This is an optimization exercise on Yosys and OpenROAD, whose aim is small area and a short achievable clock period, not a production implementation.
Function was checked by simulation only, so behaviour that the tests miss may differ from the original.
No activity file was given, so power comes from the tool's default toggle rates.

==> flow/design.v <==
`timescale 1ns / 1ps
module Processor_Main_Module(data_in,clk,reset,data_out,ins,A,B,current_address,ans_ex,mux_ans_dm,ans_wb,interrupt,
imem_data,dmem_rdata,dmem_en,dmem_we,dmem_wdata);
input  [7:0]  data_in;
input         clk;
input         interrupt;
input         reset;
output reg [7:0] data_out;
input  [19:0] imem_data;
input  [7:0]  dmem_rdata;
output reg    dmem_en;
output reg    dmem_we;
output reg [7:0] dmem_wdata;
output [19:0] ins;
output [7:0]  A;
output [7:0]  B;
output [7:0]  current_address;
output reg [7:0] ans_ex;
output [7:0]  mux_ans_dm;
output reg [7:0] ans_wb;
wire r = reset;
reg        init, spm, s_q1, s_q2, s_q3, sm0;
reg [19:0] it;           
reg [7:0]  ah;           
reg [7:0]  ca2;          
assign ins = spm ? it : imem_data;
wire [4:0] opi = ins[19:15];
wire J3    = &opi[4:2];                  
wire RET   = (opi == 5'd16);
wire JMP   = (opi == 5'd24);
wire ld_s  = init & (opi == 5'd20) & ~s_q1;
wire jmp_s = init & J3 & ~s_q3;
wire hlt_s = init & (opi == 5'd17);
wire stall = ld_s | jmp_s | hlt_s;
wire Zf, Cf;                             
wire [7:0] jl   = RET ? ca2 : (sm0 ? 8'hF0 : ins[7:0]);
wire [7:0] seqa = stall ? ah : ah + 8'd1;
wire early = sm0 | RET | JMP;
wire condf = (opi[1] ? Zf : Cf) ^ opi[0];
wire [7:0] caJ = {8{init}} & jl;
wire [7:0] caS = {8{init}} & (early ? jl : seqa);
assign current_address = (J3 & condf) ? caJ : caS;
always @(posedge clk) begin
  init <= r;
  ah   <= current_address;
  it   <= ins;
  spm  <= r & stall;
  s_q1 <= r & ld_s;
  s_q2 <= r & jmp_s;
  s_q3 <= r & s_q2;
  sm0  <= r & interrupt;
  ca2  <= r ? (interrupt ? current_address : ca2) : 8'd0;
end
reg [4:0] op_dec;
reg       d_q1, d_q2, d_q3;
reg [4:0] R2, R3, R4;                    
reg [7:0] reg_A, reg_B;
reg       sA_ex, sA_rg, sA_wb, aX;       
reg       sB_ex, sB_rg, sB_wb, bX;
reg       mms_ex, mms_dm;
wire knor1 = ~(JMP | J3 | d_q1);
wire [4:0] srcA = ins[9:5] & {5{knor1}};
wire [4:0] srcB = ins[4:0] & {5{knor1}};
wire immN = ~ins[19] & ins[18];
wire c1 = (R2 == srcA), c2 = (R3 == srcA), c3 = (R4 == srcA);
wire c4 = (R2 == srcB), c5 = (R3 == srcB), c6 = (R4 == srcB);
reg [7:0] RF [0:31];
integer i;
always @(posedge clk) begin
  op_dec <= r ? opi : 5'd0;
  d_q1   <= r & (opi == 5'd20) & ~d_q1;
  d_q2   <= r & ins[15] & ~d_q2;
  d_q3   <= r & (opi[4:1] == 4'b1010) & ~d_q2;
  R2     <= r ? (ins[14:10] & {5{knor1}}) : 5'd0;
  R3     <= r ? R2 : 5'd0;
  R4     <= r ? R3 : 5'd0;
  sA_ex  <= ~r | c1;
  sA_rg  <= r & ~c1 & c2 & ~mms_ex;
  aX     <= r & ~c1 & c2 & mms_ex;
  sA_wb  <= r & ~c1 & ~c2 & c3;
  sB_ex  <= ~r | (~immN & c4);
  sB_rg  <= r & ~immN & ~c4 & c5 & ~mms_ex;
  bX     <= r & ~immN & ~c4 & c5 & mms_ex;
  sB_wb  <= r & ~immN & ~c4 & ~c5 & c6;
  reg_A  <= RF[ins[9:5]];
  reg_B  <= immN ? {3'b000, ins[4:0]} : RF[ins[4:0]];
  if (!r) begin
    for (i = 0; i < 32; i = i + 1)
      RF[i] <= i[7:0];
  end else begin
    RF[R4] <= mux_ans_dm;
  end
end
reg [7:0] ans_reg;
reg       tZ, tC;
wire [7:0] A_r = sA_ex ? ans_ex : (sA_rg ? ans_reg : (sA_wb ? ans_wb : reg_A));
wire [7:0] B_r = sB_ex ? ans_ex : (sB_rg ? ans_reg : (sB_wb ? ans_wb : reg_B));
assign A = aX ? dmem_rdata : A_r;
assign B = bX ? dmem_rdata : B_r;
wire [4:0] op = op_dec;
wire       sub = op[0];
wire [8:0] sum = {1'b0, A} + {1'b0, (sub ? ~B : B)} + {8'd0, sub};
wire [7:0] ans_ls = A << B;
wire [7:0] ans_rs = A >> B;
reg  [7:0] ans_rsa;
always @(*) begin
  case (B[2:0])
    3'd0: ans_rsa = ans_rs;
    3'd1: ans_rsa = {A[7], ans_rs[6:0]};
    3'd2: ans_rsa = {{2{A[7]}}, ans_rs[5:0]};
    3'd3: ans_rsa = {{3{A[7]}}, ans_rs[4:0]};
    3'd4: ans_rsa = {{4{A[7]}}, ans_rs[3:0]};
    3'd5: ans_rsa = {{5{A[7]}}, ans_rs[2:0]};
    3'd6: ans_rsa = {{6{A[7]}}, ans_rs[1:0]};
    default: ans_rsa = {{7{A[7]}}, ans_rs[0]};
  endcase
end
reg [7:0] res;       
reg [1:0] fk;        
always @(*) begin
  res = ans_ex; fk = 2'd0;
  case (op)
    5'd0, 5'd8, 5'd1, 5'd9: begin res = sum[7:0]; fk = 2'd1; end
    5'd2, 5'd10:  begin res = B;       fk = 2'd2; end
    5'd4, 5'd12:  begin res = A & B;   fk = 2'd2; end
    5'd5, 5'd13:  begin res = A | B;   fk = 2'd2; end
    5'd6, 5'd14:  begin res = A ^ B;   fk = 2'd2; end
    5'd7, 5'd15:  begin res = ~B;      fk = 2'd2; end
    5'd16, 5'd17: begin res = ans_ex;  fk = 2'd3; end
    5'd20, 5'd21: begin res = A;       fk = 2'd0; end
    5'd22:        begin res = data_in; fk = 2'd2; end
    5'd25:        begin res = ans_ls;  fk = 2'd2; end
    5'd26:        begin res = ans_rs;  fk = 2'd2; end
    5'd27:        begin res = ans_rsa; fk = 2'd2; end
    default:      begin res = ans_ex;  fk = 2'd0; end
  endcase
end
wire zadd = &(~((A ^ B) ^ {A[6:0] | B[6:0], 1'b0}));
wire zsub = (A == B);
wire zlog = ~|res;
assign Zf = (fk == 2'd1) ? (sub ? zsub : zadd) :
            (fk == 2'd2) ? zlog :
            (fk == 2'd3) ? 1'b0 : tZ;
assign Cf = (fk == 2'd1) ? sum[8] :
            (fk == 2'd0) ? tC : 1'b0;
always @(posedge clk) begin
  ans_ex     <= r ? res : 8'd0;
  dmem_wdata <= r ? B : 8'd0;
  data_out   <= r ? ((op == 5'd23) ? A : data_out) : 8'd0;
  dmem_en    <= r & d_q3;
  dmem_we    <= r & d_q2;
  mms_ex     <= r & ~d_q2 & d_q3;
  tZ         <= Zf;
  tC         <= Cf;
end
assign mux_ans_dm = mms_dm ? dmem_rdata : ans_reg;
always @(posedge clk) begin
  ans_reg <= r ? ans_ex : 8'd0;
  mms_dm  <= r & mms_ex;
  ans_wb  <= r ? mux_ans_dm : 8'd0;
end
endmodule
==> flow/run.sh <==
#!/bin/bash
# synth_recipe.tcl (not shown) runs the flow's synth.tcl, then flattens the netlist and writes it again
# the make line also repeats each setting of config.mk as NAME=value (left out here)
make -C /OpenROAD-flow-scripts/flow DESIGN_CONFIG=/design/flow/config.mk WORK_HOME=/design/flow/orfs CLKGATE_MAP_FILE= SYNTH_SCRIPT=/design/flow/synth_recipe.tcl finish
==> flow/config.mk <==
export PLATFORM = sky130hd
export DESIGN_NAME = Processor_Main_Module
export DESIGN_NICKNAME = Processor_Main_Module
export VERILOG_FILES = /design/flow/design.v
export SDC_FILE = /design/flow/constraint.sdc
export NUM_CORES = 4
export LEC_CHECK = 0
export CAP_MARGIN = 20
export CORE_MARGIN = 2
export CORE_UTILIZATION = 40
export SLEW_MARGIN = 20
==> flow/constraint.sdc <==
create_clock -name core_clock -period 12.5 [get_ports {clk}]
set_input_delay 2.5000 -clock core_clock [delete_from_list [all_inputs] [get_ports {clk}]]
set_output_delay 2.5000 -clock core_clock [all_outputs]
set_load 0.01 [all_outputs]
==> impl_results.md, run 1 <==
* Status: timing/DRC/antenna clean
* Most used DFF post-synth: edfxtp_1
* Detail Placement HPWL at 58,700 um
* Leading area contributor after synthesis: edfxtp_1
* Met2 WL post-DR at 39,600 um
* Cts hold-fix bufs at 0
* Die ar. at 0.0574 mm2
* WS Path Type: in2out
* Row Count at 86
* Number of distinct library cells after synthesis at 92
* Synthesis Warnings at 1
* Clock slew at reported path FFs at 0.06 ns
* Layout cell share with drive strength beyond 1 at 6.51%
* Slew Viols, Final at 0
* Die Ht at 240 um
* Synthesis-stage register bit count at 391
* Sw Share at 32.7%
* Drt total wl at 87,500 um
* RSZ-0062 raised after global routing: no
* Die Wd at 240 um
* Via-to-Cell Ratio at 6.08
* Flop2flop setup slack at 5.89 ns
* Biggest regs: RF x256, it x20
* Final std cells w/o fill at 3,452
* Critical-path top delay cell: a21oi_1
* FFs w/ async S/R, synth at 0%
* Fin crit period at 11.42 ns
* FF-to-FF path depth at 20
* Final setup vio count at 0
* Max_cap viols at 0
* Most used cell along the critical path: a21oi_1
* Maximum clock rate at 87.6 MHz
* Hold slack at 0.421 ns
* # diodes at 0
* Top layer in use: met5
* Mapped Area at 0.0222 mm2
* GRT Total Usage at 30.1%
* Initial drt markers at 2,577
* Slew @ Worst Pin at 1.18 ns
* Gate power share at 24.1%
* Seq/Total Area, Yosys at 46.8%
* Largest net degree at the start of global routing at 133
* Worst Path Arrival at 8.92 ns
* Cts repair resizes at 0
* TritonCTS Buffers at 47
* Global route total overflow at 0
* Peak supply drop at 107 uV
* Pint at 0.00252 W
* DRC at 0
* Startpoint Class: input port
* # IOs at 125
* CTS tree: done
* Critical path origin: dmem_rdata[0]
* Final setup TNS at 0 ns
* Clock Latency Late Sink at 0.61 ns
* Syn Inst Count at 2,654
* DR WL met3 at 8240 um
* CTS sink count at 391
* Power share of the sequential group at 40.2%
* Tightest Hold Check Type: reg2reg
* Worst relative slew slack at 21.2%
* Root Driver: clkbuf_16
* PD cells at 147 mW/mm2
* Top area cells in the synthesized netlist: edfxtp_1 35%, nand2_1 12%, dfxtp_1 12%, nor2_1 5.1%, nand3_1 4.4%
* First-pass iteration count of the detailed router at 6
* Worst setup endpoint: current_address[5]
* Net count after synthesis at 2,718
* CTS Buffer Depth at 3
* Post-synth top area share at 34.6%
* Max reg flops at 256
* Largest Register: RF
* Post-synth EDFFs at 256
* IO buf count at 124
* Utilization after layout at 46.4%
* Critical path endpoint category: primary output
* Antenna-violating nets left at 0
* Vias in the first global route at 20,000
* WL/cell at 25.3 um
* Crit Reg-Reg Endpoint: ah[5]$_DFF_P_
* Via count at 21,000
* Fin Clk Skew at 0.0249 ns
* Final period utilization at 91.3%
* CP peak stage delay at 0.57 ns
* Final Wtd Congestion at 0.936
* RR Startpoint: sB_wb$_DFF_P_
* H-tree depth at 2
* Setup Fix Bufs, Post-CTS at 0
* Clk network pwr share at 35.7%
* Crit path required time at 10.00 ns
* Pleak at 9.25 nW
* Switching pwr at 0.00122 W
* Crit path max fanout at 22
* Fin. Hold Viols at 0
* Synthesized area per cell at 8.36 um2
* P&R area growth vs syn at 14.9%
* Core ar. at 0.0550 mm2
* Worst-path cell chain: clkdlybuf4s50_1, and2_1, nor2_4, clkinv_2, a21oi_1, fa_1, nand2b_1, a211oi_2, o21ai_0, a21oi_1, or4_1, o32a_1, a21oi_1, nor4b_2, a31oi_1, or2_1, a221oi_2, mux2i_1, and2_1, clkdlybuf4s50_1
* Initial Utilization at 40.4%
* Placed cells at 3,366
* Initial antenna violation count at 1
* Layout Nets at 2,731
* Global-route wire length before repair at 129,000 um
* Metal-1 WL at 34,600 um
-- cell families after synthesis --
kind of cell             synth area share [%]
AO/OA/AOI/OAI                            13.0
XOR/XNOR                                 1.66
adder cells (fa/ha/maj)                  1.44
buffers and inverters                    4.84
flip-flops                               46.8
multiplexers                             3.19
AND/OR/NAND/NOR                          29.0
-- critical path: cells and delay by family --
kind | cells | cell delay [ns]
adder cells (fa/ha/maj) | 1 | 0.33
buffers and inverters | 3 | 1.38
multiplexers | 1 | 0.25
AND/OR/NAND/NOR | 7 | 2.36
AO/OA/AOI/OAI | 8 | 2.09
-- synthesized netlist by cell type, types with 32 or more instances --
cell      count
nand2_1     726
nor2_1      301
edfxtp_1    256
nand3_1     193
clkbuf_1    148
dfxtp_1     135
a311oi_1     95
and3_1       78
mux2i_1      55
a21oi_1      53
inv_1        49
nor3_1       46
o21ai_0      39
and2_1       38
a31oi_1      32
-- per-layer routing --
metal | vias to the layer above | global-route usage, %
li1 | 9374 | -
met1 | 10100 | 39.1
met5 | - | 0
met3 | 265 | 5.17
met2 | 1219 | 47.6
met4 | 2 | 16.6
-- worst min path at each step --
stage                 startpoint           end  cells past startpoint
floorplan           d_q1$_DFF_P_  d_q1$_DFF_P_                      1
global placement    d_q1$_DFF_P_  d_q1$_DFF_P_                      1
detailed placement  s_q1$_DFF_P_  s_q1$_DFF_P_                      1
CTS                 s_q1$_DFF_P_  s_q1$_DFF_P_                      1
global route        d_q1$_DFF_P_  d_q1$_DFF_P_                      1
finish              s_q1$_DFF_P_  s_q1$_DFF_P_                      1
-- layout by cell type, fill, tap and decap left out, types with 12 or more instances in the layout --
master / netlist / layout
a21oi_1: 53 / 53
a311oi_1: 95 / 95
a31oi_1: 32 / 32
and2_1: 38 / 38
and3_1: 78 / 78
buf_4: 2 / 45
clkbuf_1: 148 / 15
clkbuf_16: 0 / 47
clkdlybuf4s50_1: 0 / 123
dfxtp_1: 135 / 134
edfxtp_1: 256 / 256
ha_1: 24 / 24
inv_1: 49 / 49
mux2i_1: 55 / 45
nand2_1: 726 / 723
nand2b_1: 15 / 15
nand3_1: 193 / 193
nor2_1: 301 / 299
nor2b_1: 19 / 18
nor3_1: 46 / 45
nor3b_1: 12 / 12
o211ai_1: 12 / 12
o21ai_0: 39 / 39
o22ai_1: 14 / 14
o31ai_1: 13 / 13
xnor2_1: 30 / 30
xor2_1: 12 / 12
-- power groups by stage --
stage	registers, W	logic [W]	clock network [W]
6_report	0.00150	0.000903	0.00134
5_1_grt	0.00151	0.000959	0.00140
4_1_cts	0.00150	0.000885	0.00135
3_5_place_dp	0.00153	0.000882	0
3_3_place_gp	0.00153	0.000880	0
2_1_floorplan	0.00150	0.000550	0
-- final cells by class --
cell class	count	area [um2]
Timing Repair Buffer	170	1590
Clock buffer	63	1250
Tap cell	748	936
Fill cell	5329	29500
Inverter	62	239
Sequential cell	391	10400
Clock inverter	23	225
Multi-Input combinational cell	1995	10900
-- per-stage QoR --
stage / worst slack [ns] / instance area, um2 / power, W
detailed placement: 1.17 / 24000 / 0.00241
global route: 0.663 / 25500 / 0.00387
floorplan: 3.14 / 22200 / 0.00205
finish: 1.08 / 25500 / 0.00374
CTS: 1.15 / 25500 / 0.00374
global placement: 1.28 / 24000 / 0.00241
==> inputs of run 2 (changes only) <==
--- a/flow/design.v
+++ b/flow/design.v
@@ -1,3 +1,45 @@
+module rb_aoi222(input a1, a2, b1, b2, c1, c2, output y);
+  assign y = ~((a1 & a2) | (b1 & b2) | (c1 & c2));
+endmodule
+module rb_aoi22(input a1, a2, b1, b2, output y);
+  assign y = ~((a1 & a2) | (b1 & b2));
+endmodule
+module rb_nand4(input a, b, c, d, output y);
+  assign y = ~(a & b & c & d);
+endmodule
+module rb_nand3(input a, b, c, output y);
+  assign y = ~(a & b & c);
+endmodule
+module rb_or3(input a, b, c, output y);
+  assign y = a | b | c;
+endmodule
+module rb_rd_bit(input [31:0] q, input [31:0] s, output y);
+  wire [10:0] n;
+  wire [2:0]  g;
+  genvar j;
+  generate
+    for (j = 0; j < 10; j = j + 1) begin : g3
+      rb_aoi222 u(.a1(q[3*j]), .a2(s[3*j]), .b1(q[3*j+1]), .b2(s[3*j+1]), .c1(q[3*j+2]), .c2(s[3*j+2]), .y(n[j]));
+    end
+  endgenerate
+  rb_aoi22 u10(.a1(q[30]), .a2(s[30]), .b1(q[31]), .b2(s[31]), .y(n[10]));
+  rb_nand4 v0(.a(n[0]), .b(n[1]), .c(n[2]), .d(n[3]), .y(g[0]));
+  rb_nand4 v1(.a(n[4]), .b(n[5]), .c(n[6]), .d(n[7]), .y(g[1]));
+  rb_nand3 v2(.a(n[8]), .b(n[9]), .c(n[10]), .y(g[2]));
+  rb_or3   w0(.a(g[0]), .b(g[1]), .c(g[2]), .y(y));
+endmodule
+module Reg_Bank(input [255:0] q, input [31:0] s, output [7:0] y);
+  genvar b, k;
+  generate
+    for (b = 0; b < 8; b = b + 1) begin : bits
+      wire [31:0] col;
+      for (k = 0; k < 32; k = k + 1) begin : c
+        assign col[k] = q[8*k + b];
+      end
+      rb_rd_bit u(.q(col), .s(s), .y(y[b]));
+    end
+  endgenerate
+endmodule
 `timescale 1ns / 1ps
 module Processor_Main_Module(data_in,clk,reset,data_out,ins,A,B,current_address,ans_ex,mux_ans_dm,ans_wb,interrupt,
 imem_data,dmem_rdata,dmem_en,dmem_we,dmem_wdata);
@@ -66,6 +108,21 @@
 wire c4 = (R2 == srcB), c5 = (R3 == srcB), c6 = (R4 == srcB);
 reg [7:0] RF [0:31];
 integer i;
+wire [7:0]  wd0 = mux_ans_dm & {8{r}};
+wire [7:0]  wd1 = mux_ans_dm | {8{~r}};
+wire [31:0] we  = (32'd1 << R4) | {32{~r}};
+wire [31:0] dA = 32'd1 << ins[9:5];
+wire [31:0] dB = 32'd1 << ins[4:0];
+wire [255:0] RFq;
+genvar gk;
+generate
+  for (gk = 0; gk < 32; gk = gk + 1) begin : rfq
+    assign RFq[8*gk +: 8] = RF[gk];
+  end
+endgenerate
+wire [7:0] rdA, rdB;
+Reg_Bank rpA(.q(RFq), .s(dA), .y(rdA));
+Reg_Bank rpB(.q(RFq), .s(dB), .y(rdB));
 always @(posedge clk) begin
   op_dec <= r ? opi : 5'd0;
   d_q1   <= r & (opi == 5'd20) & ~d_q1;
@@ -82,14 +139,11 @@
   sB_rg  <= r & ~immN & ~c4 & c5 & ~mms_ex;
   bX     <= r & ~immN & ~c4 & c5 & mms_ex;
   sB_wb  <= r & ~immN & ~c4 & ~c5 & c6;
-  reg_A  <= RF[ins[9:5]];
-  reg_B  <= immN ? {3'b000, ins[4:0]} : RF[ins[4:0]];
-  if (!r) begin
-    for (i = 0; i < 32; i = i + 1)
-      RF[i] <= i[7:0];
-  end else begin
-    RF[R4] <= mux_ans_dm;
-  end
+  reg_A  <= rdA;
+  reg_B  <= immN ? {3'b000, ins[4:0]} : rdB;
+  for (i = 0; i < 32; i = i + 1)
+    if (we[i]) RF[i] <= {wd0[7:5], (i[4] ? wd1[4] : wd0[4]), (i[3] ? wd1[3] : wd0[3]),
+                         (i[2] ? wd1[2] : wd0[2]), (i[1] ? wd1[1] : wd0[1]), (i[0] ? wd1[0] : wd0[0])};
 end
 reg [7:0] ans_reg;
 reg       tZ, tC;
--- a/flow/config.mk
+++ b/flow/config.mk
@@ -8,4 +8,6 @@
 export CAP_MARGIN = 20
 export CORE_MARGIN = 2
 export CORE_UTILIZATION = 40
+export SETUP_SLACK_MARGIN = 5
 export SLEW_MARGIN = 20
+export SYNTH_HIERARCHICAL = 1
==> run 2 against run 1 <==
Against the previous run: register-to-register slack better by 1.3 ns; count of clock-buffer cells in the layout shrank 6; fmax increased by 29%; largest cell class is now flip-flops and latches; still clean; non-clock buffer count up 59; sequential cell count unchanged; sequential share of layout area is 3.9 points higher; synthesized area decreased by 14%; power rose by 0.84%; clock skew is 0.0068 ns higher; wire length decreased by 19%; synthesized cell count is 37% lower.
==> impl_results.md, run 2 <==
* GR Util met2 at 44.9%
* Max_cap viols at 0
* Initial Utilization at 40.3%
* WL/cell at 28.3 um
* RSZ-0062 raised after global routing: yes
* Row Count at 80
* Layout Nets at 1,934
* Core ar. at 0.0475 mm2
* Vias in the first global route at 15,800
* Drt total wl at 71,200 um
* Clk network pwr share at 33.2%
* Cts hold-fix bufs at 0
* Critical path origin: dmem_rdata[0]
* Fin. Hold Viols at 0
* Crit path required time at 10.00 ns
* Post-synthesis xor/xnor area fraction at 1.83%
* Pint at 0.00259 W
* PD cells at 162 mW/mm2
* Die ar. at 0.0497 mm2
* Maximum clock rate at 113 MHz
* Final setup TNS at 0 ns
* Via count at 16,400
* Via-to-Cell Ratio at 6.52
* Initial drt markers at 2,613
* Critical path endpoint category: primary output
* Biggest regs: RF x256, it x20
* Final setup vio count at 0
* Clock slew at reported path FFs at 0.06 ns
* Worst setup endpoint: current_address[3]
* Synthesis-stage register bit count at 391
* Top-count cell post-synth: edfxtp_1
* Leading area contributor after synthesis: edfxtp_1
* Commonest cells post-synth: 256 x edfxtp_1, 166 x nor2_1, 160 x a222oi_1, 135 x dfxtp_1, 94 x nand2_1
* Worst-path cell chain: buf_8, and2_4, nor2_4, inv_8, a21oi_4, inv_2, fa_1, nor3_1, a31oi_1, a2bb2oi_1, o311ai_1, a211oi_2, a31oi_1, a41oi_2, nand4b_4, o31ai_4, buf_12, a211oi_4, buf_4, buf_4, o21ai_2, and3_4, buf_2
* Worst relative slew slack at 28.7%
* Mapped Area at 0.0192 mm2
* Top area cells in the synthesized netlist: edfxtp_1 40%, dfxtp_1 14%, a222oi_1 8.4%, nor2_1 3.3%, mux2i_1 2.2%
* H-tree depth at 2
* Utilization after layout at 49.0%
* Commonest cells after routing, fill and taps aside: 256 x edfxtp_1, 161 x nor2_1, 160 x a222oi_1
* GRT met1 Usage at 35.9%
* CTS sink count at 391
* Worst Path Arrival at 6.38 ns
* Final period utilization at 71.1%
* # IOs at 125
* Initial antenna violation count at 4
* TritonCTS Buffers at 44
* DRC at 0
* Syn Inst Count at 1,666
* Net count after synthesis at 1,730
* Synthesized area per cell at 11.5 um2
* Slew @ Worst Pin at 1.06 ns
* Post-synthesis mux area share at 3.29%
* P&R area growth vs syn at 21.5%
* GR peak layer: met2
* Die Wd at 223 um
* Seq/Total Area, Yosys at 54.2%
* Synthesis Warnings at 8
* IO buf count at 124
* Max reg flops at 256
* Flop2flop setup slack at 7.17 ns
* Hold slack at 0.433 ns
* Grt met3 use at 5.54%
* GRT Total Usage at 27.9%
* CP peak stage delay at 0.47 ns
* WS Path Type: in2out
* Area share of fa/ha/maj cells after synthesis at 1.67%
* Post-synth top area share at 40.1%
* Largest net degree at the start of global routing at 50
* Most common cell after layout, fill and taps aside: edfxtp_1
* CTS Buffer Depth at 3
* Die Ht at 223 um
* Crit Reg-Reg Endpoint: ca2[0]$_SDFFE_PN0P_
* Peak supply drop at 126 uV
* RR Startpoint: sB_wb$_DFF_P_
* Complex-gate fraction of the synthesized area at 20.2%
* Synth Area in Simple Gates at 15.3%
* Post-synth EDFFs at 256
* Power share of the sequential group at 42.0%
* Startpoint Class: input port
* Fin crit period at 8.88 ns
* Global-route wire length before repair at 104,000 um
* Layout cell share with drive strength beyond 1 at 17.5%
* Tightest Hold Check Type: reg2reg
* # diodes at 0
* First-pass iteration count of the detailed router at 13
* Crit path max fanout at 4
* Switching pwr at 0.00118 W
* Global route total overflow at 0
* Most used DFF post-synth: edfxtp_1
* Root Driver: clkbuf_16
* Slew Viols, Final at 0
* Pleak at 8.33 nW
* Final Wtd Congestion at 0.992
* Number of distinct library cells after synthesis at 112
* Fill count at 4,245
* Fin Clk Skew at 0.0317 ns
* Detail Placement HPWL at 49,800 um
* Gate power share at 24.8%
* FF-to-FF path depth at 20
* Antenna-violating nets left at 0
* CTS tree: done
* Sw Share at 31.2%
* Largest Register: RF
* Largest family of logic cells by synthesized area: compound AO/OA/AOI/OAI gates
* Status: timing/DRC/antenna clean
* FFs w/ async S/R, synth at 0%
* Clock Latency Late Sink at 0.59 ns
* Critical-path top delay cell: fa_1
run 2: through the flow:
step                area [um2]  std cells  setup slack [ns]  power (W)
global placement         21200       2379              2.06    0.00241
detailed placement       21200       2381              1.97    0.00241
finish                   23300       2519              3.62    0.00377
floorplan                19300       1666              4.24    0.00210
CTS                      23100       2505              3.60    0.00374
global route             23300       2519              3.50    0.00391
run 2: area by class of cell:
class                      count  area, um2  area share (%)
clock buffer                  57       1210            5.21
clock inverter                23        183           0.785
inverter                      54        215           0.924
multi-input combinational   1149       8480            36.4
sequential                   391      10400            44.6
tap                          615        769            3.31
timing repair buffer         229       2020            8.70
timing repair inverter         1       6.26          0.0269
run 2: repair_timing:
item / in CTS / in global routing
gates cloned: 3 / 0
setup buffers: 41 / 14
pin swaps: 36 / 22
endpoints found under the setup margin: 8 / 8
gates resized for setup: 109 / 29
run 2: how the worst min path moves through the flow:
stage | cells past startpoint | endpoint | slack [ns] | startpoint
after global placement | 1 | s_q1$_DFF_P_ | 0.41 | s_q1$_DFF_P_
after CTS | 1 | s_q2$_DFF_P_ | 0.43 | s_q3$_DFF_P_
after floorplan | 1 | s_q1$_DFF_P_ | 0.40 | s_q1$_DFF_P_
final | 1 | s_q1$_DFF_P_ | 0.43 | s_q1$_DFF_P_
after global routing | 1 | s_q1$_DFF_P_ | 0.45 | s_q1$_DFF_P_
after detailed placement | 1 | s_q2$_DFF_P_ | 0.42 | s_q3$_DFF_P_
run 2: worst max-delay path, delay by kind of cell:
family / cells / cell delay (ns)
compound gates: 10 / 1.83
simple gates: 5 / 0.78
fa+ha+maj: 1 / 0.47
buf+inv: 7 / 0.79
run 2: power groups by stage:
stage	combinational (W)	clock (W)	sequential (W)
2_1_floorplan	0.000518	0	0.00158
3_3_place_gp	0.000802	0	0.00160
3_5_place_dp	0.000803	0	0.00161
4_1_cts	0.000889	0.00127	0.00158
5_1_grt	0.000991	0.00132	0.00160
6_report	0.000937	0.00125	0.00158
run 2: layer usage:
metal,vias up,wire [um]
met2,1003,32800
met3,200,6980
li1,7139,-
met1,8088,27400
met5,-,10
met4,2,4000
run 2: modules after synthesis (local to each module, per instance), a selection:
module | area [um2] | copies in the design | flip-flops and latches
Processor_Main_Module | 17000 | 1 | 391
rb_aoi22 | 12.5 | 16 | 0
rb_aoi222 | 10.0 | 160 | 0
rb_nand4 | 6.26 | 32 | 0
rb_or3 | 6.26 | 16 | 0
rb_nand3 | 5.00 | 16 | 0
run 2: cells by family (layout without fill, tap and decap cells):
| kind of cell | count (synthesis) | in the layout |
|---|---|---|
| and+or+nand+nor | 562 | 564 |
| AOI/OAI and AO/OA | 462 | 462 |
| xor gates and xnor gates | 40 | 40 |
| muxes | 58 | 58 |
| DFF | 391 | 391 |
| adders and majority gates | 25 | 25 |
| buffers and inverters | 128 | 364 |

[separate check: timing with driven ports]
How much do the figures lean on ideal ports? The routed layouts below were timed once more, with nothing changed but the port constraints.
Step 1: set_driving_cell puts a clkbuf_16 on clk and a buf_2 on each other input, an assumption about the parent block.
Step 2, shift: input delay + t, output delay - t, t = (earliest + latest rising clock arrival at the registers) / 2. This alone moves slack from input paths to output paths.
Three values: ideal, step 1, step 2; two values: the first two.
| run | t, ns | setup slack, ns | worst data-port slew with drivers (ns) |
|---|---|---|---|
| run 1 | 0.651 | 1.082 / 1.044 / 1.044 | 0.10 |
| run 2 | 0.625 | 3.618 / 3.563 / 3.563 | 0.07 |
After both steps setup and hold are still met in every run listed. The setup slack of run 2, which loses most, moves by -0.055 ns with the drivers and by -0.055 ns with both steps.
